Optimization exercise on an open flow, not production practice. RTL: at most simulated, not proved equivalent. Power: default activity.

`flow/design.v`:
```
module zmips_mux232(
    input [31:0] a, b,
    input sel,
    output [31:0] y
    );
assign y = (sel == 0) ? a : b;
endmodule: zmips_mux232
module zmips_mux432(
    input [31:0] a, b, c, d,
    input [1:0] sel,
    output reg [31:0] y
    );
always_comb begin
    case (sel)
    2'b00: begin
        y = a;
    end
    2'b01: begin
        y = b;
    end
    2'b10: begin
        y = c;
    end
    2'b11: begin
        y = d;
    end
    endcase
end
endmodule: zmips_mux432
module zmips_n_adder #(
    parameter W = 32,
    parameter L = 5      
  ) (
    input [W-1:0] a, b,
    input cin,
    output [W-1:0] sum,
    output cout
  );
logic [W-1:0] x;
logic [W-1:0] gg [0:L];
logic [W-1:0] pp [0:L];
assign x     = a ^ b;
assign gg[0] = a & b;
assign pp[0] = a | b;
genvar l, i;
generate
for (l = 0; l < L; l = l + 1) begin : lvl
    for (i = 0; i < W; i = i + 1) begin : bit_
        if (i >= (1 << l)) begin : op
            assign gg[l+1][i] = gg[l][i] | (pp[l][i] & gg[l][i - (1 << l)]);
            assign pp[l+1][i] = pp[l][i] & pp[l][i - (1 << l)];
        end else begin : pass
            assign gg[l+1][i] = gg[l][i];
            assign pp[l+1][i] = pp[l][i];
        end
    end
end
endgenerate
logic [W:0] c;
assign c    = {gg[L] | (pp[L] & {W{cin}}), cin};
assign sum  = x ^ c[W-1:0];
assign cout = c[W];
endmodule: zmips_n_adder
module zmips_barrel_shift(
    input [31:0] a,
    input [4:0] shift,
    input [1:0] op,
    output reg [31:0] y,
    output reg cout
    );
always_comb begin
    case (op)
    2'b01: {cout, y} = a << shift;
    2'b10: {y, cout} = {a, 1'b0} >>> shift;
    2'b11: {y, cout} = {a, 1'b0} >> shift;
    default: {y, cout} = {a, 1'b0};
    endcase
end
endmodule: zmips_barrel_shift
module zmips_alu(
    input [31:0] a, b,
    input [3:0] op,
    input [4:0] shamt,
    input cin,
    output [31:0] y,
    output zero, cout
    );
localparam A_ADD = 6'h0;  
localparam A_SUB = 6'h1;
localparam A_AND = 6'h2;
localparam A_OR  = 6'h4;
localparam A_EOR = 6'h6;
localparam A_NOP = 6'h8;  
localparam A_SLL = 6'ha;
localparam A_SRA = 6'hc;
localparam A_SRL = 6'he;
logic [31:0] b_in;            
logic [31:0] add_rslt;        
logic [31:0] and_rslt;        
logic [31:0] or_rslt;         
logic [31:0] eor_rslt;        
logic [31:0] g0_y;            
logic [31:0] g1_y;            
logic [1:0] i_op;             
logic i_group;                
logic i_cout;
logic g0_cout, g1_cout;       
assign i_op = op[2:1];
assign i_group = op[3];
assign zero = ~|y;
assign b_in = b ^ {32{op[0]}};
assign {i_cout, add_rslt} = a + b_in + {31'b0, cin};     
assign and_rslt = a & b_in;
assign or_rslt = a | b_in;
assign eor_rslt = a ^ b_in;
zmips_mux432 ALU_I_MUX(
        .a(add_rslt),
        .b(and_rslt),
        .c(or_rslt),
        .d(eor_rslt),
        .sel(i_op),
        .y(g0_y)
    );
assign g0_cout = (i_op == 2'b00) ? i_cout : 1'b0;   
zmips_barrel_shift ALU_I_BS(.a(a), .shift(shamt), .op(i_op), .y(g1_y), .cout(g1_cout));
zmips_mux232 ALU_IO_MUX(.a(g0_y), .b(g1_y), .sel(i_group), .y(y));
assign cout = i_group ? g1_cout : g0_cout;
endmodule: zmips_alu
module zmips_regfile(
    input [4:0] addr_0, addr_1, wr_addr,
    input [31:0] wr_data, pc_val,
    input pc_wr, wr, clk,
    output [31:0] data_0, data_1
    );
logic [31:0] regfile [0:29];
logic [31:0] pc_reg;
logic [1:0] regsel_0, regsel_1;
assign regsel_0 = {&addr_0[4:1], addr_0[0]};
assign regsel_1 = {&addr_1[4:1], addr_1[0]};
logic [31:0] rf_0, rf_1;
assign rf_0 = (wr && wr_addr == addr_0) ? wr_data : regfile[addr_0];
assign rf_1 = (wr && wr_addr == addr_1) ? wr_data : regfile[addr_1];
zmips_mux432 MUX_D0(
    .a(rf_0),
    .b(rf_0),
    .c(pc_reg),
    .d(pc_val),
    .sel(regsel_0),
    .y(data_0)
);
zmips_mux432 MUX_D1(
    .a(rf_1),
    .b(rf_1),
    .c(pc_reg),
    .d(pc_val),
    .sel(regsel_1),
    .y(data_1)
);
always_ff @(posedge clk) begin
    if (wr && ((&wr_addr[4:1]) == 1'b0)) begin
        regfile[wr_addr] <= wr_data;
    end
end
always_ff @(posedge clk) begin
    if (pc_wr) begin
        pc_reg <= pc_val;
    end
end
endmodule: zmips_regfile
module zmips(
    input [31:0] i_data,
    output [31:0] i_addr, d_addr, d_data_o,
    input [31:0] d_data_i,
    input clk, rst,  
    output d_wr, d_rd
    );
localparam K = 10;   
logic [31:0] pc;
logic        d_valid;
logic [31:0] d_ir;
logic [31:0] d_pc4;
logic        d_fdone;       
logic        d_pred;        
logic        e_valid;
logic [31:0] e_a, e_b, e_bx;   
logic        e_fbl;         
logic        e_lda, e_ldb;  
logic        e_inv;         
logic        e_s_add, e_s_and, e_s_or, e_s_xor, e_s_shl, e_s_shr, e_s_pass;  
logic [3:0]  e_l1, e_l2, e_r1, e_r2;    
logic [1:0]  e_l3, e_r3;
logic [5:0]  e_funct;
logic        e_cinc;        
logic        e_wr, e_ld, e_st;
logic [4:0]  e_rd;
logic        e_wz, e_wc, e_wn, e_force;
logic        e_li;
logic        e_br, e_pred, e_bset;
logic [1:0]  e_cc;
logic [31:0] e_target, e_pc4;
logic        m_wr, m_ld, m_st, m_rd_v;
logic [4:0]  m_rd;
logic [31:0] m_res, m_data;
logic        flag_z, flag_c, flag_n;
logic [31:0] rf [0:29];
logic [31:0] r30;
assign i_addr = pc;
logic [31:0] pc4;
assign pc4 = pc + 32'd4;
logic f_jpl, f_br, f_bpred, f_jmp30, f_redirect;
assign f_jpl   = i_data[31:30] == 2'b11;
assign f_br    = i_data[31:30] == 2'b10;
assign f_bpred = f_br & ((i_data[27:26] == 2'b11) | i_data[25]);
assign f_jmp30 = (i_data[31:30] == 2'b00) & (&i_data[5:0]) & (i_data[25:21] == 5'd30);
logic f_fwd_ok, f_bwd_ok;
assign f_fwd_ok = ~(|i_data[25:4]) & ~(&pc4[K+1:6]);
assign f_bwd_ok = (&i_data[25:5]) & (|pc4[K+1:7]);
logic [K-1:0] f_lo;
assign f_lo = pc4[K+1:2] + i_data[K-1:0];
logic d_is_jpl;
logic [31:0] f_target;
logic f_take_br, f_take_jmp;
assign f_take_br  = f_bpred & (f_fwd_ok | f_bwd_ok);
assign f_take_jmp = f_jmp30 & ~(d_valid & d_is_jpl);
assign f_redirect = f_jpl | f_take_br | f_take_jmp;
always_comb begin
    if (f_jpl)          f_target = {i_data[29:0], 2'b00};
    else if (f_take_br) f_target = {pc4[31:K+2], f_lo[K-1:0], pc4[1:0]};
    else                f_target = r30;
end
logic [4:0] d_rs, d_rt, d_rdf;
assign d_rs = d_ir[25:21];
assign d_rt = d_ir[20:16];
assign d_rdf = d_ir[15:11];
logic d_rfmt, d_li, d_brf, d_jmp;
assign d_rfmt   = d_ir[31:30] == 2'b00;
assign d_li     = d_ir[31:30] == 2'b01;
assign d_brf    = d_ir[31:30] == 2'b10;
assign d_is_jpl = d_ir[31:30] == 2'b11;
assign d_jmp    = d_rfmt & (&d_ir[5:0]);
logic d_b3, d_b2, d_b1, d_b0;
assign {d_b3, d_b2, d_b1, d_b0} = d_ir[29:26];
logic d_wen, d_ld, d_st;
logic [4:0] d_wrd;
assign d_ld  = d_rfmt & d_b3 & d_b2;
assign d_st  = d_rfmt & d_b3 & ~d_b2;
assign d_wrd = d_li ? 5'd0 : d_rdf;
assign d_wen  = d_li ? d_ir[28] : (d_rfmt & d_b2 & ~(&d_rdf[4:1]));
logic d_usea, d_useb;
assign d_usea = d_rfmt;
assign d_useb = d_rfmt & ~d_b0 & ~d_jmp;    
logic [31:0] wb_val;
logic [31:0] d_rsv, d_rtv, d_av, d_bv;
assign wb_val = m_ld ? d_data_i : m_res;
always_comb begin
    if (d_rs == 5'd31)      d_rsv = d_pc4;
    else if (d_rs == 5'd30) d_rsv = r30;
    else if (m_wr && m_rd == d_rs) d_rsv = wb_val;
    else                    d_rsv = rf[d_rs];
end
always_comb begin
    if (d_rt == 5'd31)      d_rtv = d_pc4;
    else if (d_rt == 5'd30) d_rtv = r30;
    else if (m_wr && m_rd == d_rt) d_rtv = wb_val;
    else                    d_rtv = rf[d_rt];
end
assign d_av = d_li ? {{6{d_ir[25]}}, d_ir[25:0]} : d_rsv;
assign d_bv = d_rtv;
logic e_hit_rs, e_hit_rt;
assign e_hit_rs = e_valid & e_wr & (e_rd == d_rs);
assign e_hit_rt = e_valid & e_wr & (e_rd == d_rt);
logic d_a_fast, d_b_fast;
assign d_a_fast = d_b0 ? (d_ir[5:4] == 2'b00) : (d_ir[5:4] != 2'b00);
assign d_b_fast = d_ir[5:4] != 2'b00;
logic stall;
assign stall = d_valid & (
        (e_ld & ((d_usea & e_hit_rs & (d_jmp | ~d_a_fast)) |
                 (d_useb & e_hit_rt & ~d_b_fast))) |
        (d_jmp & ~d_fdone & e_hit_rs & ~e_li));
logic [31:0] d_target;
assign d_target = d_pc4 + {d_ir[25] ? 4'hf : 4'h0, d_ir[25:0], 2'b00};
logic [31:0] d_jval;
assign d_jval = (e_hit_rs & e_li) ? e_a : d_rsv;
logic e_redirect;
logic [31:0] e_rtarget;
logic d_redirect;
assign d_redirect = d_valid & ~d_fdone & ((d_brf & d_pred) | d_jmp) & ~stall;
logic [31:0] pc_slow;
logic f_go;
always_comb begin
    if (e_redirect)       pc_slow = e_rtarget;
    else if (stall)       pc_slow = pc;
    else if (d_redirect)  pc_slow = d_brf ? d_target : d_jval;
    else                  pc_slow = pc4;
end
assign f_go = f_redirect & ~(e_redirect | stall | d_redirect);
always_ff @(posedge clk) begin
    if (rst)        pc <= 32'b0;
    else if (f_go)  pc <= f_target;
    else            pc <= pc_slow;
end
always_ff @(posedge clk) begin
    if (rst || e_redirect || (d_redirect && !stall)) begin
        d_valid <= 1'b0;
    end else if (!stall) begin
        d_valid <= 1'b1;
    end
    if (!stall) begin
        d_ir    <= i_data;
        d_pc4   <= pc4;
        d_fdone <= f_redirect;
        d_pred  <= f_bpred;
    end
end
always_ff @(posedge clk) begin
    if (d_valid && d_is_jpl && !e_redirect && !rst)
        r30 <= d_pc4;
end
logic d_shl, d_shz;
logic [4:0] d_sha;
logic [3:0] d_oh1, d_oh2;
logic [1:0] d_oh3;
assign d_shl = ~d_li & d_b0 & (d_ir[5:4] == 2'b01);
assign d_shz = d_li | (d_ir[5:4] == 2'b00);
assign d_sha = d_shz ? 5'd0 : d_ir[10:6];
assign d_oh1 = 4'b0001 << d_sha[1:0];
assign d_oh2 = 4'b0001 << d_sha[3:2];
assign d_oh3 = 2'b01 << d_sha[4];
always_ff @(posedge clk) begin
    if (rst || e_redirect || stall || !d_valid) begin
        e_valid <= 1'b0;
    end else begin
        e_valid <= 1'b1;
    end
    e_a      <= (e_hit_rs & ~e_ld & d_rfmt) ? e_y : d_av;
    e_b      <= (e_hit_rt & ~e_ld) ? e_y : d_bv;
    e_bx     <= ((e_hit_rt & ~e_ld) ? e_y : d_bv) ^ {32{d_ir[3]}};
    e_fbl    <= e_hit_rt & e_ld;
    e_lda    <= e_hit_rs & e_ld & d_rfmt;
    e_ldb    <= e_hit_rt & e_ld & d_useb;
    e_inv    <= d_ir[3];
    e_s_add  <= ~d_li & ~d_b0 & (d_ir[5:4] == 2'b00);
    e_s_and  <= ~d_li & ~d_b0 & (d_ir[5:4] == 2'b01);
    e_s_or   <= ~d_li & ~d_b0 & (d_ir[5:4] == 2'b10);
    e_s_xor  <= ~d_li & ~d_b0 & (d_ir[5:4] == 2'b11);
    e_s_shl  <= d_shl;
    e_s_shr  <= ~d_li & d_b0 & d_ir[5];
    e_s_pass <= d_li | (d_b0 & (d_ir[5:4] == 2'b00));
    e_l1     <= d_shl ? d_oh1 : 4'b0;
    e_l2     <= d_shl ? d_oh2 : 4'b0;
    e_l3     <= d_shl ? d_oh3 : 2'b0;
    e_r1     <= d_shl ? 4'b0 : d_oh1;
    e_r2     <= d_shl ? 4'b0 : d_oh2;
    e_r3     <= d_shl ? 2'b0 : d_oh3;
    e_funct  <= d_li ? 6'b0 : d_ir[5:0];
    e_cinc   <= d_b2;
    e_wr     <= d_wen;
    e_ld     <= d_ld;
    e_st     <= d_st;
    e_rd     <= d_wrd;
    e_wz     <= d_rfmt & ~d_jmp & (d_b1 | d_ir[2]);
    e_wc     <= d_rfmt & ~d_jmp & (d_b1 | d_ir[1]);
    e_wn     <= d_rfmt & ~d_jmp & (d_b1 | d_ir[0]);
    e_force  <= d_b1;
    e_li     <= d_li;
    e_br     <= d_brf;
    e_pred   <= d_pred;
    e_bset   <= d_ir[29];
    e_cc     <= d_ir[27:26];
    e_target <= d_target;
    e_pc4    <= d_pc4;
end
logic ecin;
assign ecin = ~e_cinc | flag_c;
logic [31:0] e_sum;
logic e_sum_c;
zmips_n_adder #(.W(32)) ADD0(.a(e_a), .b(e_bx), .cin(ecin), .sum(e_sum), .cout(e_sum_c));
logic [31:0] e_la, e_lb;
assign e_la = e_lda ? d_data_i : e_a;
assign e_lb = e_ldb ? (d_data_i ^ {32{e_inv}}) : e_bx;
logic [31:0] e_and, e_or, e_xor;
assign e_and = e_la & e_lb;
assign e_or  = e_la | e_lb;
assign e_xor = e_la ^ e_lb;
logic e_sum_z;
assign e_sum_z = &(~((e_a ^ e_bx) ^ {e_a[30:0] | e_bx[30:0], ecin}));
logic [32:0] e_lv0, e_lv1, e_lv2, e_lv3, e_rv0, e_rv1, e_rv2, e_rv3;
assign e_lv0 = {1'b0, e_a};
assign e_rv0 = {e_a, 1'b0};
always_comb begin
    e_lv1 = ({33{e_l1[0]}} & e_lv0)        | ({33{e_l1[1]}} & (e_lv0 << 1)) |
            ({33{e_l1[2]}} & (e_lv0 << 2)) | ({33{e_l1[3]}} & (e_lv0 << 3));
    e_lv2 = ({33{e_l2[0]}} & e_lv1)        | ({33{e_l2[1]}} & (e_lv1 << 4)) |
            ({33{e_l2[2]}} & (e_lv1 << 8)) | ({33{e_l2[3]}} & (e_lv1 << 12));
    e_lv3 = ({33{e_l3[0]}} & e_lv2)        | ({33{e_l3[1]}} & (e_lv2 << 16));
    e_rv1 = ({33{e_r1[0]}} & e_rv0)        | ({33{e_r1[1]}} & (e_rv0 >> 1)) |
            ({33{e_r1[2]}} & (e_rv0 >> 2)) | ({33{e_r1[3]}} & (e_rv0 >> 3));
    e_rv2 = ({33{e_r2[0]}} & e_rv1)        | ({33{e_r2[1]}} & (e_rv1 >> 4)) |
            ({33{e_r2[2]}} & (e_rv1 >> 8)) | ({33{e_r2[3]}} & (e_rv1 >> 12));
    e_rv3 = ({33{e_r3[0]}} & e_rv2)        | ({33{e_r3[1]}} & (e_rv2 >> 16));
end
logic [31:0] e_y;
logic e_co, e_zero;
assign e_y = ({32{e_s_add}} & e_sum) | ({32{e_s_and}} & e_and) |
             ({32{e_s_or}}  & e_or)  | ({32{e_s_xor}} & e_xor) |
             ({32{e_s_shl}} & e_lv3[31:0]) | ({32{e_s_shr}} & e_rv3[32:1]) |
             ({32{e_s_pass}} & e_la);
assign e_co = (e_s_add & e_sum_c) | (e_s_shl & e_lv3[32]) | (e_s_shr & e_rv3[0]);
assign e_zero = (e_s_add & e_sum_z) | (e_s_and & ~|e_and) | (e_s_or & ~|e_or) |
                (e_s_xor & ~|e_xor) | (e_s_shl & ~|e_lv3[31:0]) |
                (e_s_shr & ~|e_rv3[32:1]) | (e_s_pass & ~|e_la);
always_ff @(posedge clk) begin
    if (rst) begin
        flag_z <= 1'b0;
        flag_c <= 1'b0;
        flag_n <= 1'b0;
    end else if (e_valid) begin
        if (e_wz) flag_z <= e_force ? e_funct[2] : e_zero;
        if (e_wc) flag_c <= e_force ? e_funct[1] : e_co;
        if (e_wn) flag_n <= e_force ? e_funct[0] : e_y[31];
    end
end
logic e_flag, e_taken;
always_comb begin
    case (e_cc)
    2'b00: e_flag = flag_z;
    2'b01: e_flag = flag_c;
    default: e_flag = flag_n;
    endcase
end
assign e_taken    = (e_cc == 2'b11) | (e_flag == e_bset);
assign e_redirect = e_valid & e_br & (e_taken ^ e_pred);
assign e_rtarget  = e_taken ? e_target : e_pc4;
always_ff @(posedge clk) begin
    m_res  <= e_y;
    m_data <= e_fbl ? d_data_i : e_b;
    m_rd   <= e_rd;
    if (rst || !e_valid) begin
        m_wr <= 1'b0;
        m_ld <= 1'b0;
        m_st <= 1'b0;
    end else begin
        m_wr <= e_wr;
        m_ld <= e_ld;
        m_st <= e_st;
    end
end
assign d_addr   = m_res;
assign d_data_o = m_data;
assign d_wr     = m_st;
assign d_rd     = m_ld;
always_ff @(posedge clk) begin
    if (m_wr) rf[m_rd] <= wb_val;
end
endmodule
```
`flow/run.sh`:
```
#!/bin/bash
# synth_recipe.tcl (not shown) runs the flow's synth.tcl, then flattens the netlist and writes it again
# the make line also repeats each setting of config.mk as NAME=value (left out here)
make -C /OpenROAD-flow-scripts/flow DESIGN_CONFIG=/design/flow/config.mk WORK_HOME=/design/flow/orfs CLKGATE_MAP_FILE= SYNTH_SCRIPT=/design/flow/synth_recipe.tcl finish
```
`flow/config.mk`:
```
export PLATFORM = sky130hd
export DESIGN_NAME = zmips
export DESIGN_NICKNAME = zmips
export VERILOG_FILES = /design/flow/design.v
export SDC_FILE = /design/flow/constraint.sdc
export NUM_CORES = 4
export LEC_CHECK = 0
export ABC_CLOCK_PERIOD_IN_PS = 3000
export CAP_MARGIN = 30
export CORE_MARGIN = 2
export CORE_UTILIZATION = 40
export SETUP_SLACK_MARGIN = 5
export SLEW_MARGIN = 30
```
`flow/constraint.sdc`:
```
create_clock -name core_clock -period 9.0 [get_ports {clk}]
set_input_delay 1.8000 -clock core_clock [delete_from_list [all_inputs] [get_ports {clk}]]
set_output_delay 1.8000 -clock core_clock [all_outputs]
set_load 0.01 [all_outputs]
```
==> results.txt, run 1 <==
Lkg Pwr 29.9 nW; Die ar. 188000 um^2; Post-synth EDFFs 1058; RSZ-0062 raised after global routing true; First-pass DRT Iterations 7; drt first-iter violations 8553; vias in the first global route 53062; Slew Viols, Final 0; NumNets Final 5981; Buffers on Ports 163; Clk Tree Root Cell clkbuf_16; Vias 55319; # hold bufs at CTS 0; routed wire length 317 mm; ys flop type edfxtp_1; CP Max Fanout 4; met3 wire length 35.0 mm; largest net degree at the start of global routing 95; maximum clock path buffer count 3; Seq/Total Area, Yosys 52.0%; CTS tree yes; antenna violations before repair 21; GRT Util Overall 33.3%; HP Class reg -> reg; ANT nets after route 0; endpoints failing setup 0; met2 WL 142 mm; pwr/cell area 209 nW/um^2; critical path class in -> reg; Highest Signal Layer met5; most instantiated library cell after synthesis edfxtp_1; CP Data Arrival Time 4.79 ns; Remaining Overflow, GRT 0; worst-skew pair later-pin latency 0.83 ns; fin crit share 45.7%; I/O pin cnt 164; Initial Utilization 40.3%; Synth async-reset ratio 0%; Max Clk Rate 243 MHz; DP Wirelength 211 mm; startpoint class of the critical path input port; Layout area overhead 15.2%; CTS HTree Levels 4; Hold Fails Final Rpt 0; Worst Skew 0.0499 ns; CP Capture Type register; Num CTS Buffers 153; Core ar. 183000 um^2; Biggest register rf; top post-synthesis cells by area edfxtp_1 (43%), mux4_2 (16%), dfxtp_1 (8.9%); placed instance area 78400 um^2; Mapped Cells 5601; DIE HEIGHT 433 um; area leader, netlist edfxtp_1; Die W 433 um; synthesized area per cell 13.2 um^2; max FFs per register 960; drt drc 0; Critical Path RT 9.68 ns; Tmin final 4.11 ns; slew margin rel. 25.1%; Post-Syn Area 73700 um^2; Commonest cells post-synth edfxtp_1 (1058), mux4_2 (513), nand2_1 (451); Yosys reg bits 1387; Synth Warn # 4; share of the synthesized area in the top cell type 43.1%; share of layout cells above drive strength 1 22.8%; CTS clock-pin slew for the worst setup and hold paths 0.06 ns; final setup TNS 0 ns; design area 84900 um^2; DRT met1 WL 116 mm; row count 157; GPL Wtd Cong 1.03; overall power 0.0177 W; Max VDD drop 0.000167 V; Max Cap Viol 0; Synthesized Nets 5845; Num Clock Sinks 1387; routed vias/inst 6.64; Avg WL per Cell 38.1 um; status no timing/DRC/antenna violations; first-pass GRT wire length 433 mm; Synth cell types 102; Slew @ Worst Pin 1.09 ns
-- through the flow --
stage | setup WS [ns] | instances | hold slack (ns) | util [%]
final | 4.89 | 8333 | 0.392 | 46.4
after global placement | 3.24 | 7990 | 0.396 | 42.8
after CTS | 4.85 | 8307 | 0.382 | 46.0
after floorplan | 5.01 | 5601 | 0.348 | -
after global routing | 4.87 | 8327 | 0.403 | 46.4
after detailed placement | 3.43 | 7995 | 0.398 | 42.8
-- where the power goes --
group          internal [W]  switching (W)
sequential          0.00738       0.000343
combinational       0.00123        0.00243
clock               0.00357        0.00279
total                0.0122        0.00556
-- layout by cell type, fill, tap and decap left out, drive strengths merged, types with 130 or more instances in the layout --
cell           count
mux2i            176
a22oi            230
buf              226
nor2             273
edfxtp          1058
a21oi            254
clkbuf           193
nand2            452
inv              234
dfxtp            329
mux2             148
ha               175
o21ai            173
clkdlybuf4s50    130
mux4             513
-- layout make-up --
class	instances	area, um^2
Clock buffer	190	4100
Inverter	227	861
Antenna cell	6	15.0
Fill cell	16275	98200
Timing Repair Buffer	394	3770
Tap cell	2464	3080
Multi-Input combinational cell	3574	33700
Sequential cell	1387	38400
Clock inverter	91	905
-- cell families (layout without fill, tap and decap cells) --
kind of cell | after synthesis | count (layout) | synth area share (%)
other | 0 | 6 | 0
buffers and inverters | 640 | 902 | 3.55
and+or+nand+nor | 1193 | 1193 | 7.68
AOI/OAI and AO/OA | 1169 | 1169 | 11.0
adders and majority gates | 178 | 178 | 3.05
DFF | 1387 | 1387 | 52.0
muxes | 837 | 837 | 20.3
xor gates and xnor gates | 197 | 197 | 2.35
-- timing repair --
| action | CTS | global route |
|---|---|---|
| buffers inserted | 27 | 18 |
| resized for setup | 123 | 97 |
| hold endpoints to repair | 0 | 0 |
| endpoints found under the setup margin | 121 | 75 |
| cloned | 4 | 0 |
| pin swaps | 10 | 17 |
-- routing by layer --
metal  up-vias  track usage [%]
li1      22341                -
met1     28330             41.9
met2      3757             50.8
met3       871             8.97
met4        20             21.4
met5         -                0
-- worst max-delay path, cell delays in order --
cell	delay, ns
clkdlybuf4s50_1	0.61
xnor2_1	0.23
a21oi_1	0.25
ha_1	0.32
a221oi_1	0.48
nand2_1	0.18
a221oi_2	0.40
o21ai_0	0.31
xor2_1	0.21
-- path summary, 6_finish.rpt --
kind	start	cells after the start	endpoint	slack [ns]
setup / recovery	d_data_i[17]	9	e_bx[17]	4.89
hold / removal	e_rd[3]	0	m_rd[3]	0.39
setup reg to reg	d_ir[23]	10	pc[31]	4.99
hold reg to reg	e_rd[3]	0	m_rd[3]	0.39
Testbench counts, summed over its fixed seeds: cycles 46,209.
==> inputs of run 2 (changes only) <==
==> flow/flow/run.sh (new file) <==
#!/bin/bash
set -eo pipefail
bash standard.sh SETUP_SLACK_MARGIN=6 finish > standard.log 2>&1
==> flow/standard.sh (new file) <==
#!/bin/bash
# synth_recipe.tcl (not shown) runs the flow's synth.tcl, then flattens the netlist and writes it again
# the make line also repeats each setting of config.mk as NAME=value (left out here)
make -C /OpenROAD-flow-scripts/flow DESIGN_CONFIG=/design/flow/config.mk WORK_HOME=/design/flow/orfs CLKGATE_MAP_FILE= SYNTH_SCRIPT=/design/flow/synth_recipe.tcl "${@:-finish}"
--- a/flow/config.mk
+++ b/flow/config.mk
@@ -10,4 +10,3 @@
 export CORE_MARGIN = 2
 export CORE_UTILIZATION = 40
-export SETUP_SLACK_MARGIN = 5
 export SLEW_MARGIN = 30
removed: flow/run.sh
==> run 2 against run 1 <==
Effect of this change:
- non-clock buffer count up 553
- sequential share of layout area down 5.1 points
- synthesized cell count unchanged
- sequential power about the same
- first-iteration DRC count up 5.6%
- hold slack better by 0.036 ns
- critical path type is now reg -> reg
- cell count up 6.6%
- largest power group unchanged
- critical path depth up 2
- maximum frequency up 12%
==> results.txt, run 2 <==
status no timing/DRC/antenna violations (unchanged); ANT nets after route 0 (unchanged); Vias 59454 (was 55319); worst-skew pair later-pin latency 0.85 ns (was 0.83 ns); main combinational cell family by area after synthesis multiplexers (unchanged); ys flop type edfxtp_1 (unchanged); GRT Util Overall 36.1% (was 33.3%); GPL Wtd Cong 1.01 (was 1.03); CP Max Fanout 7 (was 4); FF-to-FF End pc[20] (was pc[31]); pwr/cell area 197 nW/um^2 (was 209 nW/um^2); Core ar. 183000 um^2 (unchanged); CTS HTree Levels 4 (unchanged); Synth Warn # 4 (unchanged); r2r worst-path depth 11 (was 10); design area 96500 um^2 (was 84900 um^2); first-pass GRT wire length 466 mm (was 433 mm); Max Cap Viol 0 (unchanged); CTS clock-pin slew for the worst setup and hold paths 0.06 ns (about the same); Max Clk Rate 272 MHz (was 243 MHz); DP Wirelength 214 mm (was 211 mm); adder-cell share of the synthesized area 3.05% (unchanged); Seq/Total Area, Yosys 52.0% (unchanged); grt met3 use 9.34% (was 8.97%); Die W 433 um (unchanged); HP Class reg -> reg (unchanged); Commonest cells post-synth edfxtp_1 (1058), mux4_2 (513), nand2_1 (451) (unchanged); largest net degree at the start of global routing 67 (was 95); number of placed cells counting well taps 7985 (was 7995); row count 157 (unchanged); hold endpoint e_bset (was m_rd[3]); commonest non-fill, non-tap cell in the layout edfxtp_1 (unchanged); # hold bufs at CTS 0 (unchanged); final setup TNS 0 ns (unchanged); share of the synthesized area in the top cell type 43.1% (unchanged); compound-gate portion of the synthesized area 11.0% (unchanged); met2 Use GR 54.5% (was 50.8%); share of layout cells above drive strength 1 41.9% (was 22.8%); CTS tree yes (unchanged); I/O pin cnt 164 (unchanged); fin crit share 40.9% (was 45.7%); Synth Area in XOR/XNOR 2.35% (unchanged); Hold Fails Final Rpt 0 (unchanged); Worst Skew 0.0505 ns (was 0.0499 ns); Max VDD drop 0.000198 V (was 0.000167 V); critical path class reg -> reg (was in -> reg); CP Data Arrival Time 4.39 ns (was 4.79 ns); CP Capture Type register (unchanged); Post-Syn Area 73700 um^2 (unchanged); NumNets Final 6539 (was 5981); post-synthesis mux area share 20.3% (unchanged); Buffers on Ports 163 (unchanged); Num CTS Buffers 153 (unchanged); Slew @ Worst Pin 1.29 ns (was 1.09 ns); top post-synthesis cells by area edfxtp_1 (43%), mux4_2 (16%), dfxtp_1 (8.9%) (unchanged); final worst slack 5.32 ns (was 4.89 ns); Mapped Cells 5601 (unchanged); Post-synth EDFFs 1058 (unchanged); Hold Startpoint d_ir[29] (was e_rd[3]); Biggest register rf (unchanged); DIE HEIGHT 433 um (unchanged); vias in the first global route 56373 (was 53062); slew margin rel. 13.2% (was 25.1%); simple logic cell fraction of the synthesized area 7.68% (unchanged); most used routing layer met2 (unchanged); maximum clock path buffer count 3 (unchanged); endpoints failing setup 0 (unchanged); Layout area overhead 30.9% (was 15.2%); most instantiated library cell after synthesis edfxtp_1 (unchanged); worst hold stages 0 (unchanged); most frequent cells in the layout edfxtp_1 (1058), buf_4 (514), mux4_2 (513) (was edfxtp_1 (1058), mux4_2 (513), nand2_1 (446)); Synth async-reset ratio 0% (unchanged); Critical Path RT 9.71 ns (was 9.68 ns); met1 GRT Util 44.5% (was 41.9%); RSZ-0062 raised after global routing true (unchanged); Tmin final 3.68 ns (was 4.11 ns); Num Clock Sinks 1387 (unchanged); synthesized area per cell 13.2 um^2 (unchanged); drt drc 0 (unchanged); First-pass DRT Iterations 7 (unchanged); filler-free cell count of the finished design 8887 (was 8333); Yosys reg bits 1387 (unchanged); Place WS 3.37 ns (was 3.43 ns); Slew Viols, Final 0 (unchanged); Synthesized Nets 5845 (unchanged); startpoint class of the critical path register (was input port); Initial Utilization 40.3% (unchanged); drt first-iter violations 9029 (was 8553); max FFs per register 960 (unchanged); routed wire length 346 mm (was 317 mm); antenna violations before repair 16 (was 21); area leader, netlist edfxtp_1 (unchanged); overall power 0.0190 W (was 0.0177 W); flop2flop setup slack 5.32 ns (was 4.99 ns); Synth cell types 102 (unchanged); Lkg Pwr 34.6 nW (was 29.9 nW); Remaining Overflow, GRT 0 (unchanged); routed vias/inst 6.69 (was 6.64); Avg WL per Cell 39.0 um (was 38.1 um); placed instance area 79600 um^2 (was 78400 um^2); Clk Tree Root Cell clkbuf_16 (unchanged); Die ar. 188000 um^2 (unchanged)
-- run 2: cell counts after synthesis --
Identical to the previous run, type by type.
-- run 2: cell type report --
type	instances	area [um^2]
clock inverters	70	759
flip-flops and latches	1387	38700
repair inverters	1	5.00
clock buffers	210	4180
diodes	3	7.51
inverters	227	918
well taps	2464	3080
fillers	15287	86600
multi-input cells	3578	38300
repair buffers	947	10500
-- run 2: cells by family after synthesis --
kind of cell,Yosys count
muxes,837
xor gates and xnor gates,197
DFF,1387
adders and majority gates,178
and+or+nand+nor,1193
AOI/OAI and AO/OA,1169
buffers and inverters,640
-- run 2: power breakdown --
group	switching, W	leakage, nW	internal, W
Clock	0.00279	2.38	0.00352
Sequential	0.000324	12.5	0.00740
Combinational	0.00297	19.7	0.00200
-- run 2: per-layer routing --
layer | routed length (um) | up-vias
met5 | 73 | -
met3 | 38700 | 1239
met1 | 121000 | 30364
li1 | - | 23502
met2 | 154000 | 4337
met4 | 32000 | 12
-- run 2: through the flow --
step | hold WS, ns | utilization, %
after floorplan | 0.348 | -
after global placement | 0.407 | 43.4
after detailed placement | 0.413 | 43.5
after CTS | 0.424 | 50.9
after global routing | 0.433 | 52.7
final | 0.428 | 52.7
-- run 2: critical path, cell delays in order, from the launching register on --
cell and delay (ns):
dfxtp_4 0.38, buf_12 0.12, buf_16 0.13, mux4_2 0.51
mux4_2 0.48, o211ai_1 0.69, o211ai_1 0.18, buf_4 0.21
mux2i_4 0.22, o221ai_2 0.12, a21o_1 0.22, a221o_1 0.30
-- run 2: what timing repair did --
| action | 4_1_cts | 5_1_grt |
|---|---|---|
| cloned | 41 | 12 |
| setup buffers | 384 | 180 |
| pin swaps | 261 | 186 |
| endpoints found under the setup margin | 573 | 252 |
| gates resized for setup | 1765 | 354 |
-- run 2: worst max path at each step --
| stage | from | to | cells past startpoint | slack (ns) |
|---|---|---|---|---|
| global placement | i_data[8] | pc[26] | 12 | 3.43 |
| floorplan | i_data[9] | pc[11] | 11 | 5.08 |
| finish | register | pc[20] | 11 | 5.32 |
| detailed placement | i_data[8] | pc[26] | 12 | 3.37 |
| CTS | register | pc[20] | 11 | 5.35 |
| global route | register | pc[20] | 11 | 5.28 |
==> inputs of run 3 (changes only) <==
--- a/flow/design.v
+++ b/flow/design.v
@@ -196,4 +196,5 @@
 logic        e_wz, e_wc, e_wn, e_force;
 logic        e_li;
+logic        e_jr;          
 logic        e_br, e_pred, e_bset;
 logic [1:0]  e_cc;
@@ -276,14 +277,11 @@
 assign stall = d_valid & (
         (e_ld & ((d_usea & e_hit_rs & (d_jmp | ~d_a_fast)) |
-                 (d_useb & e_hit_rt & ~d_b_fast))) |
-        (d_jmp & ~d_fdone & e_hit_rs & ~e_li));
+                 (d_useb & e_hit_rt & ~d_b_fast))));
 logic [31:0] d_target;
 assign d_target = d_pc4 + {d_ir[25] ? 4'hf : 4'h0, d_ir[25:0], 2'b00};
-logic [31:0] d_jval;
-assign d_jval = (e_hit_rs & e_li) ? e_a : d_rsv;
 logic e_redirect;
 logic [31:0] e_rtarget;
 logic d_redirect;
-assign d_redirect = d_valid & ~d_fdone & ((d_brf & d_pred) | d_jmp) & ~stall;
+assign d_redirect = d_valid & ~d_fdone & d_brf & d_pred & ~stall;
 logic [31:0] pc_slow;
 logic f_go;
@@ -291,5 +289,5 @@
     if (e_redirect)       pc_slow = e_rtarget;
     else if (stall)       pc_slow = pc;
-    else if (d_redirect)  pc_slow = d_brf ? d_target : d_jval;
+    else if (d_redirect)  pc_slow = d_target;
     else                  pc_slow = pc4;
 end
@@ -364,4 +362,5 @@
     e_force  <= d_b1;
     e_li     <= d_li;
+    e_jr     <= d_jmp & ~d_fdone;
     e_br     <= d_brf;
     e_pred   <= d_pred;
@@ -430,6 +429,6 @@
 end
 assign e_taken    = (e_cc == 2'b11) | (e_flag == e_bset);
-assign e_redirect = e_valid & e_br & (e_taken ^ e_pred);
-assign e_rtarget  = e_taken ? e_target : e_pc4;
+assign e_redirect = e_valid & ((e_br & (e_taken ^ e_pred)) | e_jr);
+assign e_rtarget  = e_jr ? e_a : e_taken ? e_target : e_pc4;
 always_ff @(posedge clk) begin
     m_res  <= e_y;
==> run 3 against run 2 <==
Effect of this change:
- clock skew is 0.0048 ns higher
- still clean
- clock-buffer cell count shrank 23
- highest routed layer unchanged
- synthesized area is 0.15% lower
- largest cell class unchanged
- register-to-register slack better by 0.14 ns
- sequential power about the same
- non-clock buffer count fell by 143
- critical path type is now in -> reg
- power fell by 0.34%
- utilization shrank 0.77 points
- combinational power shrank 8.3%
- via count is 1.6% lower
==> results.txt, run 3 <==
routed vias/inst 6.74 (was 6.69); Critical Path RT 9.72 ns (was 9.71 ns); Lkg Pwr 33.9 nW (was 34.6 nW); Synth async-reset ratio 0% (unchanged); row count 157 (unchanged); vias in the first global route 55641 (was 56373); I/O pin cnt 164 (unchanged); flop2flop setup slack 5.46 ns (was 5.32 ns); Clk pwr share 35.2% (was 33.2%); Max VDD drop 0.000167 V (was 0.000198 V); CTS HTree Levels 4 (unchanged); CP Data Arrival Time 4.33 ns (was 4.39 ns); Reg power frac 40.8% (was 40.7%); Slew Viols, Final 0 (unchanged); FILL cells 15091 (was 15287); placed instance area 78900 um^2 (was 79600 um^2); Die W 433 um (about the same); First-pass DRT Iterations 9 (was 7); final setup TNS 0 ns (unchanged); GPL Wtd Cong 1.07 (was 1.01); hold endpoint e_bset (unchanged); first-pass GRT wire length 446 mm (was 466 mm); antenna violations before repair 14 (was 16); Biggest register rf (unchanged); RSZ-0062 raised after global routing true (unchanged); r2r worst-path depth 12 (was 11); Hold Fails Final Rpt 0 (unchanged); Clk Tree Root Cell clkbuf_16 (unchanged); worst hold stages 0 (unchanged); startpoint class of the critical path input port (was register); maximum clock path buffer count 3 (unchanged); GRT Util Overall 34.2% (was 36.1%); most instantiated library cell after synthesis edfxtp_1 (unchanged); Synthesized Nets 5778 (was 5845); Layout area overhead 29.0% (was 30.9%); RR Startpoint e_ldb; commonest non-fill, non-tap cell in the layout edfxtp_1 (unchanged); critical path class in -> reg (was reg -> reg); share of layout cells above drive strength 1 40.5% (was 41.9%); most frequent cells in the layout edfxtp_1 (1058), mux4_2 (543), buf_4 (419) (was edfxtp_1 (1058), buf_4 (514), mux4_2 (513)); worst-skew pair later-pin latency 0.84 ns (was 0.85 ns); routed wire length 330 mm (was 346 mm); design area 95000 um^2 (was 96500 um^2); Die ar. 187000 um^2 (was 188000 um^2); Num CTS Buffers 152 (was 153); status no timing/DRC/antenna violations (unchanged); largest net degree at the start of global routing 59 (was 67); synthesized area per cell 13.3 um^2 (was 13.2 um^2); Sw Share 31.1% (was 32.0%); Avg WL per Cell 38.0 um (was 39.0 um); CP Max Fanout 3 (was 7); Vias 58474 (was 59454); NumNets Final 6325 (was 6539); FF-to-FF End e_bx[28] (was pc[20]); Post-synth EDFFs 1058 (unchanged); CTS clock-pin slew for the worst setup and hold paths 0.07 ns (was 0.06 ns); drt drc 0 (unchanged); Worst Skew 0.0553 ns (was 0.0505 ns); Seq/Total Area, Yosys 52.1% (was 52.0%); Buffers on Ports 163 (unchanged); Sw Pwr 0.00588 W (was 0.00608 W); HP Class reg -> reg (unchanged); drt first-iter violations 9278 (was 9029); max FFs per register 960 (unchanged); Num Clock Sinks 1387 (unchanged); area leader, netlist edfxtp_1 (unchanged); DIE HEIGHT 433 um (about the same); Synth cell types 97 (was 102); overall power 0.0189 W (was 0.0190 W); power share of the combinational group 24.0% (was 26.1%); Remaining Overflow, GRT 0 (unchanged); slew margin rel. 30.1% (was 13.2%); top post-synthesis cells by area edfxtp_1 (43%), mux4_2 (17%), dfxtp_1 (8.9%) (was edfxtp_1 (43%), mux4_2 (16%), dfxtp_1 (8.9%)); CTS tree yes (unchanged); Max Clk Rate 277 MHz (was 272 MHz); fin crit share 40.1% (was 40.9%); Synth Warn # 4 (unchanged); endpoints failing setup 0 (unchanged); pwr/cell area 199 nW/um^2 (was 197 nW/um^2); Slew @ Worst Pin 1.02 ns (was 1.29 ns); Tmin final 3.61 ns (was 3.68 ns); Power Internal 0.0130 W (was 0.0129 W); Mapped Cells 5534 (was 5601); Post-Syn Area 73600 um^2 (was 73700 um^2); Core ar. 183000 um^2 (about the same); Initial Utilization 40.2% (was 40.3%); ys flop type edfxtp_1 (unchanged); share of the synthesized area in the top cell type 43.2% (was 43.1%); Hold Startpoint d_ir[29] (unchanged); Max Cap Viol 0 (unchanged); ANT nets after route 0 (unchanged); Commonest cells post-synth edfxtp_1 (1058), mux4_2 (543), nand2_1 (426) (was edfxtp_1 (1058), mux4_2 (513), nand2_1 (451)); CP Capture Type register (unchanged); Yosys reg bits 1387 (unchanged); DP Wirelength 205 mm (was 214 mm); # hold bufs at CTS 0 (unchanged)
## run 3: cell types whose count changed after synthesis, sizes merged, moves of 17 or more
cell,delta
a221o,-17
a211oi,+29
nand2,-24
clkbuf,+30
mux4,+30
xor2,-21
nor3,+31
mux2i,-17
buf,-25
mux2,-18
nand3,-20
a21oi,-36
o221ai,-17
## run 3: power by group through the flow
stage | registers (W) | clock network [W] | logic [W]
3_3_place_gp | 0.00788 | 0 | 0.00327
3_5_place_dp | 0.00788 | 0 | 0.00328
5_1_grt | 0.00772 | 0.00693 | 0.00467
6_report | 0.00772 | 0.00665 | 0.00455
4_1_cts | 0.00770 | 0.00667 | 0.00410
2_1_floorplan | 0.00763 | 0 | 0.00201
## run 3: logic make-up after synthesis
| kind of cell | after synthesis | synth area share, % |
|---|---|---|
| simple gates | 1146 | 7.28 |
| buf+inv | 655 | 3.53 |
| fa+ha+maj | 178 | 3.06 |
| mux | 832 | 20.8 |
| flops | 1387 | 52.1 |
| xor+xnor | 191 | 2.27 |
| compound gates | 1145 | 11.0 |
## run 3: final cells by class
type | instances | area [um^2] | area share (%)
Multi-Input combinational cell | 3497 | 37700 | 39.7
Inverter | 237 | 940 | 0.989
Tap cell | 2464 | 3080 | 3.25
Clock buffer | 187 | 4030 | 4.24
Timing Repair inverter | 2 | 15.0 | 0.0158
Sequential cell | 1387 | 38800 | 40.8
Antenna cell | 4 | 10.0 | 0.0105
Clock inverter | 95 | 1240 | 1.31
Timing Repair Buffer | 804 | 9200 | 9.69
## run 3: what timing repair did
| action | in CTS | in global routing |
|---|---|---|
| gates cloned | 39 | 15 |
| resized for setup | 1759 | 299 |
| setup endpoints to repair | 705 | 294 |
| pin swaps | 215 | 161 |
| buffers inserted | 310 | 141 |
## run 3: metal layers
layer | track usage, % | routed length [um] | vias to the layer above
li1 | - | - | 23023
met1 | 41.5 | 114000 | 29681
met2 | 52.3 | 148000 | 4472
met3 | 8.10 | 35400 | 1288
met4 | 27.2 | 33200 | 10
met5 | 0 | 61 | -
## run 3: how the worst max path moves through the flow
| stage | from | to | slack (ns) | cells past startpoint |
|---|---|---|---|---|
| final | d_data_i[28] | e_bx[28] | 5.39 | 12 |
| after CTS | d_data_i[28] | e_bx[28] | 5.38 | 12 |
| after global routing | d_data_i[28] | e_bx[28] | 5.44 | 12 |
| after detailed placement | i_data[4] | pc[20] | 3.39 | 10 |
| after global placement | d_data_i[28] | e_bx[28] | 3.19 | 13 |
| after floorplan | i_data[9] | pc[27] | 5.08 | 9 |
## run 3: worst max-delay path: stages
cell and delay (ns):
buf_12 0.12, xnor2_4 0.12, a21oi_4 0.21, ha_4 0.24, nand2_2 0.05, o211ai_1 0.11, a221oi_2 0.44, o221ai_4 0.33
a31o_1 0.29, a211oi_2 0.27, o311ai_4 0.17, xor2_1 0.18
## run 3: per-stage QoR
stage	instances	hold WS, ns	setup WS (ns)	utilization [%]
floorplan	5534	0.362	5.08	-
global placement	7886	0.393	3.19	43.1
detailed placement	7886	0.386	3.39	43.2
CTS	8517	0.402	5.38	50.3
global route	8673	0.410	5.44	51.9
finish	8677	0.403	5.39	51.9
Testbench counts of run 3, summed over its fixed seeds: cycles 46,622.
==> inputs of run 4 (changes only) <==
--- a/flow/design.v
+++ b/flow/design.v
@@ -179,4 +179,5 @@
 logic        d_valid;
 logic [31:0] d_ir;
+logic [29:0] d_rs_oh, d_rt_oh;   
 logic [31:0] d_pc4;
 logic        d_fdone;       
@@ -253,4 +254,13 @@
 logic [31:0] wb_val;
 logic [31:0] d_rsv, d_rtv, d_av, d_bv;
+logic [31:0] d_rf_rs, d_rf_rt;
+always_comb begin
+    d_rf_rs = 32'b0;
+    d_rf_rt = 32'b0;
+    for (int i = 0; i < 30; i++) begin
+        d_rf_rs = d_rf_rs | (rf[i] & {32{d_rs_oh[i]}});
+        d_rf_rt = d_rf_rt | (rf[i] & {32{d_rt_oh[i]}});
+    end
+end
 assign wb_val = m_ld ? d_data_i : m_res;
 always_comb begin
@@ -258,5 +268,5 @@
     else if (d_rs == 5'd30) d_rsv = r30;
     else if (m_wr && m_rd == d_rs) d_rsv = wb_val;
-    else                    d_rsv = rf[d_rs];
+    else                    d_rsv = d_rf_rs;
 end
 always_comb begin
@@ -264,5 +274,5 @@
     else if (d_rt == 5'd30) d_rtv = r30;
     else if (m_wr && m_rd == d_rt) d_rtv = wb_val;
-    else                    d_rtv = rf[d_rt];
+    else                    d_rtv = d_rf_rt;
 end
 assign d_av = d_li ? {{6{d_ir[25]}}, d_ir[25:0]} : d_rsv;
@@ -282,6 +292,18 @@
 logic e_redirect;
 logic [31:0] e_rtarget;
+logic d_fready, d_fval, d_ftaken;
+always_comb begin
+    case (d_ir[27:26])
+    2'b00:   begin d_fready = ~(e_valid & e_wz); d_fval = flag_z; end
+    2'b01:   begin d_fready = ~(e_valid & e_wc); d_fval = flag_c; end
+    2'b10:   begin d_fready = ~(e_valid & e_wn); d_fval = flag_n; end
+    default: begin d_fready = 1'b1;              d_fval = 1'b1;   end
+    endcase
+end
+assign d_ftaken = (d_ir[27:26] == 2'b11) | (d_fval == d_ir[29]);
+logic d_btaken;    
+assign d_btaken = d_fready ? d_ftaken : d_pred;
 logic d_redirect;
-assign d_redirect = d_valid & ~d_fdone & d_brf & d_pred & ~stall;
+assign d_redirect = d_valid & d_brf & (d_btaken ^ d_fdone) & ~stall;
 logic [31:0] pc_slow;
 logic f_go;
@@ -289,5 +311,5 @@
     if (e_redirect)       pc_slow = e_rtarget;
     else if (stall)       pc_slow = pc;
-    else if (d_redirect)  pc_slow = d_target;
+    else if (d_redirect)  pc_slow = d_btaken ? d_target : d_pc4;
     else                  pc_slow = pc4;
 end
@@ -306,4 +328,8 @@
     if (!stall) begin
         d_ir    <= i_data;
+        for (int i = 0; i < 30; i++) begin
+            d_rs_oh[i] <= i_data[25:21] == i[4:0];
+            d_rt_oh[i] <= i_data[20:16] == i[4:0];
+        end
         d_pc4   <= pc4;
         d_fdone <= f_redirect;
@@ -364,5 +390,5 @@
     e_jr     <= d_jmp & ~d_fdone;
     e_br     <= d_brf;
-    e_pred   <= d_pred;
+    e_pred   <= d_btaken;
     e_bset   <= d_ir[29];
     e_cc     <= d_ir[27:26];
==> run 4 against run 3 <==
Effect of this change:
- still clean on timing, DRC and antenna
- largest power group unchanged
- critical path type unchanged
- clock power down 3%
- register-to-register slack gained 0.09 ns
- synthesized cell count rose by 7.0%
==> results.txt, run 4 <==
First-pass DRT Iterations 10 (was 9); Die ar. 178000 um^2 (was 187000 um^2); Max Cap Viol 0 (unchanged); CTS tree yes (unchanged); Lkg Pwr 32.0 nW (was 33.9 nW); GRT Util Overall 39.6% (was 34.2%); Max VDD drop 0.000221 V (was 0.000167 V); first-pass GRT wire length 493 mm (was 446 mm); flop2flop setup slack 5.55 ns (was 5.46 ns); maximum clock path buffer count 3 (unchanged); Biggest register rf (unchanged); endpoints failing setup 0 (unchanged); DP Wirelength 218 mm (was 205 mm); crit-path max cell delay 1.06 ns (was 0.44 ns); final setup TNS 0 ns (unchanged); Die W 422 um (was 433 um); NumNets Final 6651 (was 6325); top post-synthesis cells by area edfxtp_1 (48%), dfxtp_1 (9.1%), a22o_1 (6.1%) (was edfxtp_1 (43%), mux4_2 (17%), dfxtp_1 (8.9%)); CTS HTree Levels 4 (unchanged); I/O pin cnt 164 (unchanged); ys flop type edfxtp_1 (unchanged); Synth cell types 99 (was 97); area leader, netlist edfxtp_1 (unchanged); FILL cells 15030 (was 15091); Hold Fails Final Rpt 0 (unchanged); Core ar. 174000 um^2 (was 183000 um^2); RSZ-0062 raised after global routing true (unchanged); CTS clock-pin slew for the worst setup and hold paths 0.06 ns (was 0.07 ns); routed wire length 370 mm (was 330 mm); most frequent cells in the layout edfxtp_1 (1118), a22o_1 (484), buf_4 (462) (was edfxtp_1 (1058), mux4_2 (543), buf_4 (419)); CP Capture Type register (unchanged); row count 153 (was 157); Post-Syn Area 69900 um^2 (was 73600 um^2); Mapped Cells 5921 (was 5534); register area 40300 um^2 (was 38800 um^2); crit-path cells buf_8 -> mux2i_2 -> clkinvlp_2 (was buf_12 -> xnor2_4 -> a21oi_4 -> ha_4 -> nand2_2 -> o211ai_1 -> a221oi_2 -> o221ai_4 -> a31o_1 -> a211oi_2 -> o311ai_4 -> xor2_1); Worst path slowest cell mux2i_2 (was a221oi_2); Avg WL per Cell 41.7 um (was 38.0 um); most instantiated library cell after synthesis edfxtp_1 (unchanged); worst-skew pair later-pin latency 0.85 ns (was 0.84 ns); Synth async-reset ratio 0% (unchanged); fin crit share 40.0% (was 40.1%); Slew Viols, Final 0 (unchanged); Remaining Overflow, GRT 0 (unchanged); vias in the first global route 60117 (was 55641); placed instance area 75400 um^2 (was 78900 um^2); cell family with most CP delay buffers and inverters (was compound AO/OA/AOI/OAI gates); design area 88700 um^2 (was 95000 um^2); routed vias/inst 7.30 (was 6.74); share of the synthesized area in the top cell type 48.0% (was 43.2%); Yosys reg bits 1437 (was 1387); GPL Wtd Cong 0.980 (was 1.07); share of layout cells above drive strength 1 28.1% (was 40.5%); startpoint class of the critical path input port (unchanged); Critical Path RT 9.37 ns (was 9.72 ns); Commonest cells post-synth edfxtp_1 (1118), a22o_1 (484), a221oi_1 (483) (was edfxtp_1 (1058), mux4_2 (543), nand2_1 (426)); DIE HEIGHT 422 um (was 433 um); HP Class reg -> reg (unchanged); CP Max Fanout 15 (was 3); max FFs per register 960 (unchanged); Worst Skew 0.0427 ns (was 0.0553 ns); Synthesized Nets 6158 (was 5778); Seq/Total Area, Yosys 57.2% (was 52.1%); Slew @ Worst Pin 1.38 ns (was 1.02 ns); Initial Utilization 40.2% (about the same); area of the multi-input gates 31800 um^2 (was 37700 um^2); CP Buf/Inv Count 2 (was 1); largest net degree at the start of global routing 65 (was 59); Synth Warn # 4 (unchanged); Clk Tree Root Cell clkbuf_16 (unchanged); Post-synth EDFFs 1118 (was 1058); critical path class in -> reg (unchanged); Num Clock Sinks 1437 (was 1387); Buffers on Ports 163 (unchanged); Tmin final 3.60 ns (was 3.61 ns); status no timing/DRC/antenna violations (unchanged); slew margin rel. 6.37% (was 30.1%); pwr/cell area 213 nW/um^2 (was 199 nW/um^2); Num CTS Buffers 153 (was 152); drt first-iter violations 12665 (was 9278); ANT nets after route 0 (unchanged); Vias 64733 (was 58474); Layout area overhead 26.9% (was 29.0%); antenna violations before repair 13 (was 14); Max Clk Rate 278 MHz (was 277 MHz); CP Data Arrival Time 3.96 ns (was 4.33 ns); commonest non-fill, non-tap cell in the layout edfxtp_1 (unchanged); synthesized area per cell 11.8 um^2 (was 13.3 um^2); drt drc 0 (unchanged)
## run 4: worst paths after layout
| check | endpoint | start | cells past startpoint |
|---|---|---|---|
| setup / recovery | rf[24][27] | d_data_i[27] | 3 |
| hold / removal | m_rd[4] | e_rd[4] | 0 |
| setup reg to reg | e_bx[29] | e_a[10] | 16 |
| hold reg to reg | m_rd[4] | e_rd[4] | 0 |
## run 4: routing by layer
metal | global-route usage (%) | share of wire (%)
met1 | 46.3 | 33
met2 | 58.2 | 42
met3 | 14.7 | 15
met4 | 31.6 | 11
met5 | 0.269 | 0.041
## run 4: cell type report
type                            instances  area share, %
Timing Repair Buffer                  781           8.63
Inverter                              240           1.04
Antenna cell                            7         0.0198
Clock buffer                          192           4.60
Clock inverter                         90           1.05
Tap cell                             2325           3.28
Sequential cell                      1437           45.5
Timing Repair inverter                  2         0.0141
Multi-Input combinational cell       3799           35.9
## run 4: power breakdown
group	switching, W	internal, W	leakage (nW)
Combinational	0.00271	0.00164	16.3
Sequential	0.000337	0.00772	13.2
Clock	0.00286	0.00362	2.45
## run 4: metrics by stage
| step | hold slack [ns] | power (W) | utilization (%) | instances | worst slack (ns) |
|---|---|---|---|---|---|
| 4_1_cts | 0.410 | 0.0183 | 49.4 | 8736 | 5.58 |
| 6_report | 0.414 | 0.0189 | 51.0 | 8873 | 5.40 |
| 2_1_floorplan | 0.346 | 0.00985 | - | 5921 | 5.18 |
| 3_3_place_gp | 0.391 | 0.0113 | 43.3 | 8145 | 3.34 |
| 3_5_place_dp | 0.393 | 0.0113 | 43.4 | 8150 | 3.53 |
| 5_1_grt | 0.419 | 0.0192 | 51.0 | 8867 | 5.49 |
## run 4: cell families after synthesis
group / after synthesis / synth area share [%]
AO/OA/AOI/OAI: 2006 / 22.3
flip-flops: 1437 / 57.2
buffers and inverters: 692 / 3.83
XOR/XNOR: 203 / 2.54
AND/OR/NAND/NOR: 1238 / 8.46
adder cells (fa/ha/maj): 171 / 3.09
multiplexers: 174 / 2.58
## run 4: worst reg2reg max path, stage by stage, from the launching register on
cell and delay (ns):
dfxtp_2 0.34, buf_12 0.13, clkinv_8 0.05, ha_4 0.17
nor3_4 0.29, o311ai_4 0.18, a311oi_2 0.38, a311oi_4 0.13
buf_12 0.19, o211ai_1 0.15, buf_4 0.17, buf_6 0.10
nand3b_1 0.11, mux2_4 0.34, o21ai_4 0.23, a21o_1 0.26
xor2_1 0.15
## run 4: timing repair
item / 4_1_cts / 5_1_grt
endpoints found under the setup margin: 1160 / 422
hold buffers: 0 / 0
pin swaps: 210 / 216
buffers inserted: 290 / 123
resized for setup: 1522 / 411
cloned: 14 / 5
Testbench counts of run 4, summed over its fixed seeds: cycles 46,347.
==> inputs of run 5 (changes only) <==
--- a/flow/design.v
+++ b/flow/design.v
@@ -189,4 +189,5 @@
 logic        e_inv;         
 logic        e_s_add, e_s_and, e_s_or, e_s_xor, e_s_shl, e_s_shr, e_s_pass;  
+logic        e_q_and, e_q_or, e_q_xor, e_q_pass;  
 logic [3:0]  e_l1, e_l2, e_r1, e_r2;    
 logic [1:0]  e_l3, e_r3;
@@ -293,10 +294,14 @@
 logic [31:0] e_rtarget;
 logic d_fready, d_fval, d_ftaken;
+logic e_fz, e_fc, e_fn;
+assign e_fz = (e_valid & e_wz) ? e_funct[2] : flag_z;
+assign e_fc = (e_valid & e_wc) ? e_funct[1] : flag_c;
+assign e_fn = (e_valid & e_wn) ? e_funct[0] : flag_n;
 always_comb begin
     case (d_ir[27:26])
-    2'b00:   begin d_fready = ~(e_valid & e_wz); d_fval = flag_z; end
-    2'b01:   begin d_fready = ~(e_valid & e_wc); d_fval = flag_c; end
-    2'b10:   begin d_fready = ~(e_valid & e_wn); d_fval = flag_n; end
-    default: begin d_fready = 1'b1;              d_fval = 1'b1;   end
+    2'b00:   begin d_fready = ~(e_valid & e_wz & ~e_force); d_fval = e_fz; end
+    2'b01:   begin d_fready = ~(e_valid & e_wc & ~e_force); d_fval = e_fc; end
+    2'b10:   begin d_fready = ~(e_valid & e_wn & ~e_force); d_fval = e_fn; end
+    default: begin d_fready = 1'b1;                         d_fval = 1'b1; end
     endcase
 end
@@ -351,4 +356,6 @@
 assign d_oh2 = 4'b0001 << d_sha[3:2];
 assign d_oh3 = 2'b01 << d_sha[4];
+logic d_lfw;
+assign d_lfw = e_ld & ((e_hit_rs & d_rfmt) | (e_hit_rt & d_useb));
 always_ff @(posedge clk) begin
     if (rst || e_redirect || stall || !d_valid) begin
@@ -365,10 +372,14 @@
     e_inv    <= d_ir[3];
     e_s_add  <= ~d_li & ~d_b0 & (d_ir[5:4] == 2'b00);
-    e_s_and  <= ~d_li & ~d_b0 & (d_ir[5:4] == 2'b01);
-    e_s_or   <= ~d_li & ~d_b0 & (d_ir[5:4] == 2'b10);
-    e_s_xor  <= ~d_li & ~d_b0 & (d_ir[5:4] == 2'b11);
+    e_s_and  <= ~d_li & ~d_b0 & (d_ir[5:4] == 2'b01) & ~d_lfw;
+    e_s_or   <= ~d_li & ~d_b0 & (d_ir[5:4] == 2'b10) & ~d_lfw;
+    e_s_xor  <= ~d_li & ~d_b0 & (d_ir[5:4] == 2'b11) & ~d_lfw;
+    e_q_and  <= ~d_li & ~d_b0 & (d_ir[5:4] == 2'b01) & d_lfw;
+    e_q_or   <= ~d_li & ~d_b0 & (d_ir[5:4] == 2'b10) & d_lfw;
+    e_q_xor  <= ~d_li & ~d_b0 & (d_ir[5:4] == 2'b11) & d_lfw;
+    e_q_pass <= (d_li | (d_b0 & (d_ir[5:4] == 2'b00))) & d_lfw;
     e_s_shl  <= d_shl;
     e_s_shr  <= ~d_li & d_b0 & d_ir[5];
-    e_s_pass <= d_li | (d_b0 & (d_ir[5:4] == 2'b00));
+    e_s_pass <= (d_li | (d_b0 & (d_ir[5:4] == 2'b00))) & ~d_lfw;
     e_l1     <= d_shl ? d_oh1 : 4'b0;
     e_l2     <= d_shl ? d_oh2 : 4'b0;
@@ -404,8 +415,11 @@
 assign e_la = e_lda ? d_data_i : e_a;
 assign e_lb = e_ldb ? (d_data_i ^ {32{e_inv}}) : e_bx;
-logic [31:0] e_and, e_or, e_xor;
-assign e_and = e_la & e_lb;
-assign e_or  = e_la | e_lb;
-assign e_xor = e_la ^ e_lb;
+logic [31:0] e_and, e_or, e_xor, e_qand, e_qor, e_qxor;
+assign e_and  = e_a & e_bx;
+assign e_or   = e_a | e_bx;
+assign e_xor  = e_a ^ e_bx;
+assign e_qand = e_la & e_lb;
+assign e_qor  = e_la | e_lb;
+assign e_qxor = e_la ^ e_lb;
 logic e_sum_z;
 assign e_sum_z = &(~((e_a ^ e_bx) ^ {e_a[30:0] | e_bx[30:0], ecin}));
@@ -427,12 +441,18 @@
 logic [31:0] e_y;
 logic e_co, e_zero;
-assign e_y = ({32{e_s_add}} & e_sum) | ({32{e_s_and}} & e_and) |
-             ({32{e_s_or}}  & e_or)  | ({32{e_s_xor}} & e_xor) |
-             ({32{e_s_shl}} & e_lv3[31:0]) | ({32{e_s_shr}} & e_rv3[32:1]) |
-             ({32{e_s_pass}} & e_la);
+logic [31:0] e_yr, e_yq;
+assign e_yr = ({32{e_s_add}} & e_sum) | ({32{e_s_and}} & e_and) |
+              ({32{e_s_or}}  & e_or)  | ({32{e_s_xor}} & e_xor) |
+              ({32{e_s_shl}} & e_lv3[31:0]) | ({32{e_s_shr}} & e_rv3[32:1]) |
+              ({32{e_s_pass}} & e_a);
+assign e_yq = ({32{e_q_and}} & e_qand) | ({32{e_q_or}} & e_qor) |
+              ({32{e_q_xor}} & e_qxor) | ({32{e_q_pass}} & e_la);
+assign e_y = e_yr | e_yq;
 assign e_co = (e_s_add & e_sum_c) | (e_s_shl & e_lv3[32]) | (e_s_shr & e_rv3[0]);
 assign e_zero = (e_s_add & e_sum_z) | (e_s_and & ~|e_and) | (e_s_or & ~|e_or) |
                 (e_s_xor & ~|e_xor) | (e_s_shl & ~|e_lv3[31:0]) |
-                (e_s_shr & ~|e_rv3[32:1]) | (e_s_pass & ~|e_la);
+                (e_s_shr & ~|e_rv3[32:1]) | (e_s_pass & ~|e_a) |
+                (e_q_and & ~|e_qand) | (e_q_or & ~|e_qor) | (e_q_xor & ~|e_qxor) |
+                (e_q_pass & ~|e_la);
 always_ff @(posedge clk) begin
     if (rst) begin
==> run 5 against run 4 <==
Effect of this change:
- still clean
- register-to-register slack got worse by 0.07 ns
- hold slack worse by 0.0038 ns
- flip-flop and latch count is 4 higher
- power grew 3.6%
- non-clock buffer count is 76 higher
- first-iteration DRC count increased by 11%
- combinational power increased by 15%
- sequential power about the same
- cell count increased by 2.7%
- critical path type is now reg -> reg
- critical endpoint is now flag_z
==> results.txt, run 5 <==
status no timing/DRC/antenna violations (unchanged); Synth cell types 100 (was 99); Clk Tree Root Cell clkbuf_16 (unchanged); drt first-iter violations 14043 (was 12665); Power Internal 0.0132 W (was 0.0130 W); Die ar. 181000 um^2 (was 178000 um^2); Buffers on Ports 163 (unchanged); Mapped Cells 6092 (was 5921); # hold bufs at CTS 0 (unchanged); routed wire length 397 mm (was 370 mm); ys flop type edfxtp_1 (unchanged); slew margin rel. 15.7% (was 6.37%); DP Wirelength 239 mm (was 218 mm); power share of the combinational group 25.6% (was 23.0%); met3 wire length 58.2 mm (was 55.3 mm); max FFs per register 960 (unchanged); final setup TNS 0 ns (unchanged); Sw Share 32.3% (was 31.3%); DIE HEIGHT 426 um (was 422 um); commonest non-fill, non-tap cell in the layout edfxtp_1 (unchanged); Biggest register rf (unchanged); Vias 67721 (was 64733); Tmin final 3.52 ns (was 3.60 ns); Post-synth EDFFs 1118 (unchanged); final worst slack 5.48 ns (was 5.40 ns); met2 WL 165 mm (was 154 mm); pwr/cell area 214 nW/um^2 (was 213 nW/um^2); synthesized area per cell 11.7 um^2 (was 11.8 um^2); Num Clock Sinks 1441 (was 1437); GRT Util Overall 42.0% (was 39.6%); first-pass GRT wire length 527 mm (was 493 mm); antenna violations before repair 20 (was 13); I/O pin cnt 164 (unchanged); Slew @ Worst Pin 1.26 ns (was 1.38 ns); most instantiated library cell after synthesis edfxtp_1 (unchanged); Avg WL per Cell 43.6 um (was 41.7 um); endpoints failing setup 0 (unchanged); Synth Warn # 4 (unchanged); Synthesized Nets 6329 (was 6158); Critical Path RT 9.75 ns (was 9.37 ns); GPL Wtd Cong 1.05 (was 0.980); Core ar. 176000 um^2 (was 174000 um^2); RSZ-0062 raised after global routing true (unchanged); FILL cells 15177 (was 15030); top post-synthesis cells by area edfxtp_1 (47%), dfxtp_1 (9.1%), a221oi_1 (6.0%) (was edfxtp_1 (48%), dfxtp_1 (9.1%), a22o_1 (6.1%)); Slew Viols, Final 0 (unchanged); maximum clock path buffer count 3 (unchanged); critical path class reg -> reg (was in -> reg); Synth async-reset ratio 0% (unchanged); Max Clk Rate 284 MHz (was 278 MHz); fin crit share 39.1% (was 40.0%); row count 154 (was 153); Sw Pwr 0.00633 W (was 0.00591 W); Commonest cells post-synth edfxtp_1 (1118), a221oi_1 (484), a22o_1 (477) (was edfxtp_1 (1118), a22o_1 (484), a221oi_1 (483)); area leader, netlist edfxtp_1 (unchanged); startpoint class of the critical path register (was input port); drt drc 0 (unchanged); CP Data Arrival Time 4.27 ns (was 3.96 ns); Num CTS Buffers 155 (was 153); Max VDD drop 0.000167 V (was 0.000221 V); Highest Signal Layer met5 (unchanged); worst-skew pair later-pin latency 0.86 ns (was 0.85 ns); CTS tree yes (unchanged); Place WS 3.45 ns (was 3.53 ns); routed vias/inst 7.43 (was 7.30); largest net degree at the start of global routing 65 (unchanged); CP Max Fanout 13 (was 15); Yosys reg bits 1441 (was 1437); Clk pwr share 33.3% (was 34.3%); NumNets Final 6874 (was 6651); Hold Fails Final Rpt 0 (unchanged); Worst Skew 0.0351 ns (was 0.0427 ns); ANT nets after route 0 (unchanged); Max Cap Viol 0 (unchanged); CP Capture Type register (unchanged); most frequent cells in the layout edfxtp_1 (1118), buf_4 (504), a22o_1 (477) (was edfxtp_1 (1118), a22o_1 (484), buf_4 (462)); First-pass DRT Iterations 10 (unchanged); Reg power frac 41.1% (was 42.7%); vias in the first global route 62683 (was 60117); share of layout cells above drive strength 1 29.4% (was 28.1%); DRT met1 WL 131 mm (was 121 mm); Initial Utilization 40.3% (was 40.2%); Post-Syn Area 71200 um^2 (was 69900 um^2); Layout area overhead 28.3% (was 26.9%); CTS HTree Levels 4 (unchanged); share of the synthesized area in the top cell type 47.2% (was 48.0%); HP Class reg -> reg (unchanged); Seq/Total Area, Yosys 56.2% (was 57.2%); Lkg Pwr 32.7 nW (was 32.0 nW); Remaining Overflow, GRT 0 (unchanged); CTS clock-pin slew for the worst setup and hold paths 0.06 ns (about the same); post-layout util 51.7% (was 51.0%); Die W 426 um (was 422 um)
## run 5: cell types whose count changed in the layout (fill, tap and decap cells not counted), sizes merged, moves of 16 or more
| cell | before | now |
|---|---|---|
| mux2i | 128 | 148 |
| o211ai | 68 | 46 |
| nand3 | 53 | 91 |
| nand4 | 168 | 206 |
| nand2 | 437 | 377 |
| a211oi | 38 | 65 |
| a222oi | 2 | 30 |
| a221o | 44 | 23 |
| buf | 763 | 826 |
| clkbuf | 197 | 223 |
| nor4 | 50 | 69 |
| a21oi | 223 | 254 |
| nand2b | 16 | 32 |
## run 5: final cells by class
cell class	count	area, um^2	area share (%)
antenna	15	37.5	0.0411
sequential	1441	40400	44.2
timing repair inverter	1	7.51	0.00822
inverter	241	933	1.02
timing repair buffer	857	8530	9.34
clock inverter	76	850	0.930
multi-input combinational	3940	33500	36.7
clock buffer	205	4190	4.59
tap	2340	2930	3.21
## run 5: cell families after synthesis
family / count (synthesis) / synth area share [%]
xor+xnor: 202 / 2.50
compound gates: 2071 / 22.5
fa+ha+maj: 171 / 3.04
flops: 1441 / 56.2
buf+inv: 720 / 3.91
mux: 186 / 2.68
simple gates: 1301 / 9.13
## run 5: metal layers
metal / up-vias / global-route usage [%]
met4: 26 / 34.5
li1: 25602 / -
met1: 32809 / 49.0
met2: 7024 / 61.3
met3: 2260 / 16.3
met5: - / 0
## run 5: worst paths after layout
path / start / end / cells after the start / slack (ns)
min: e_rd[4] / m_rd[4] / 0 / 0.41
max reg2reg: e_a[28] / flag_z / 9 / 5.48
max: e_a[28] / flag_z / 9 / 5.48
min reg2reg: e_rd[4] / m_rd[4] / 0 / 0.41
## run 5: power by group through the flow
| stage | sequential [W] | combinational (W) | clock (W) |
|---|---|---|---|
| floorplan | 0.00802 | 0.00195 | 0 |
| global placement | 0.00819 | 0.00355 | 0 |
| detailed placement | 0.00819 | 0.00354 | 0 |
| CTS | 0.00803 | 0.00434 | 0.00648 |
| global route | 0.00805 | 0.00509 | 0.00676 |
| finish | 0.00805 | 0.00501 | 0.00652 |
## run 5: metrics by stage
step           std cells  cell area, um^2  hold WS [ns]  power, W
2_1_floorplan       6092            72300         0.373   0.00997
3_3_place_gp        8333            76800         0.397    0.0117
3_5_place_dp        8339            76900         0.386    0.0117
4_1_cts             8957            88000         0.409    0.0188
5_1_grt             9101            91300         0.417    0.0199
6_report            9116            91300         0.411    0.0196
## run 5: critical path, cell delays in order, from the launching register on
cell and delay [ns]:
dfxtp_1 0.29, buf_4 0.24, ha_1 0.38, nor4b_1 0.74
nand4_1 0.28, nor3_2 0.67, nor3_2 0.26, nand4_1 0.17
nor3_2 0.09, a311oi_1 0.29
## run 5: repair_timing
| action | 4_1_cts | 5_1_grt |
|---|---|---|
| cloned | 16 | 10 |
| resized for setup | 1557 | 479 |
| pin swaps | 177 | 227 |
| buffers inserted | 321 | 133 |
| setup endpoints to repair | 1237 | 950 |
Testbench counts of run 5, summed over its fixed seeds: cycles 46,278.
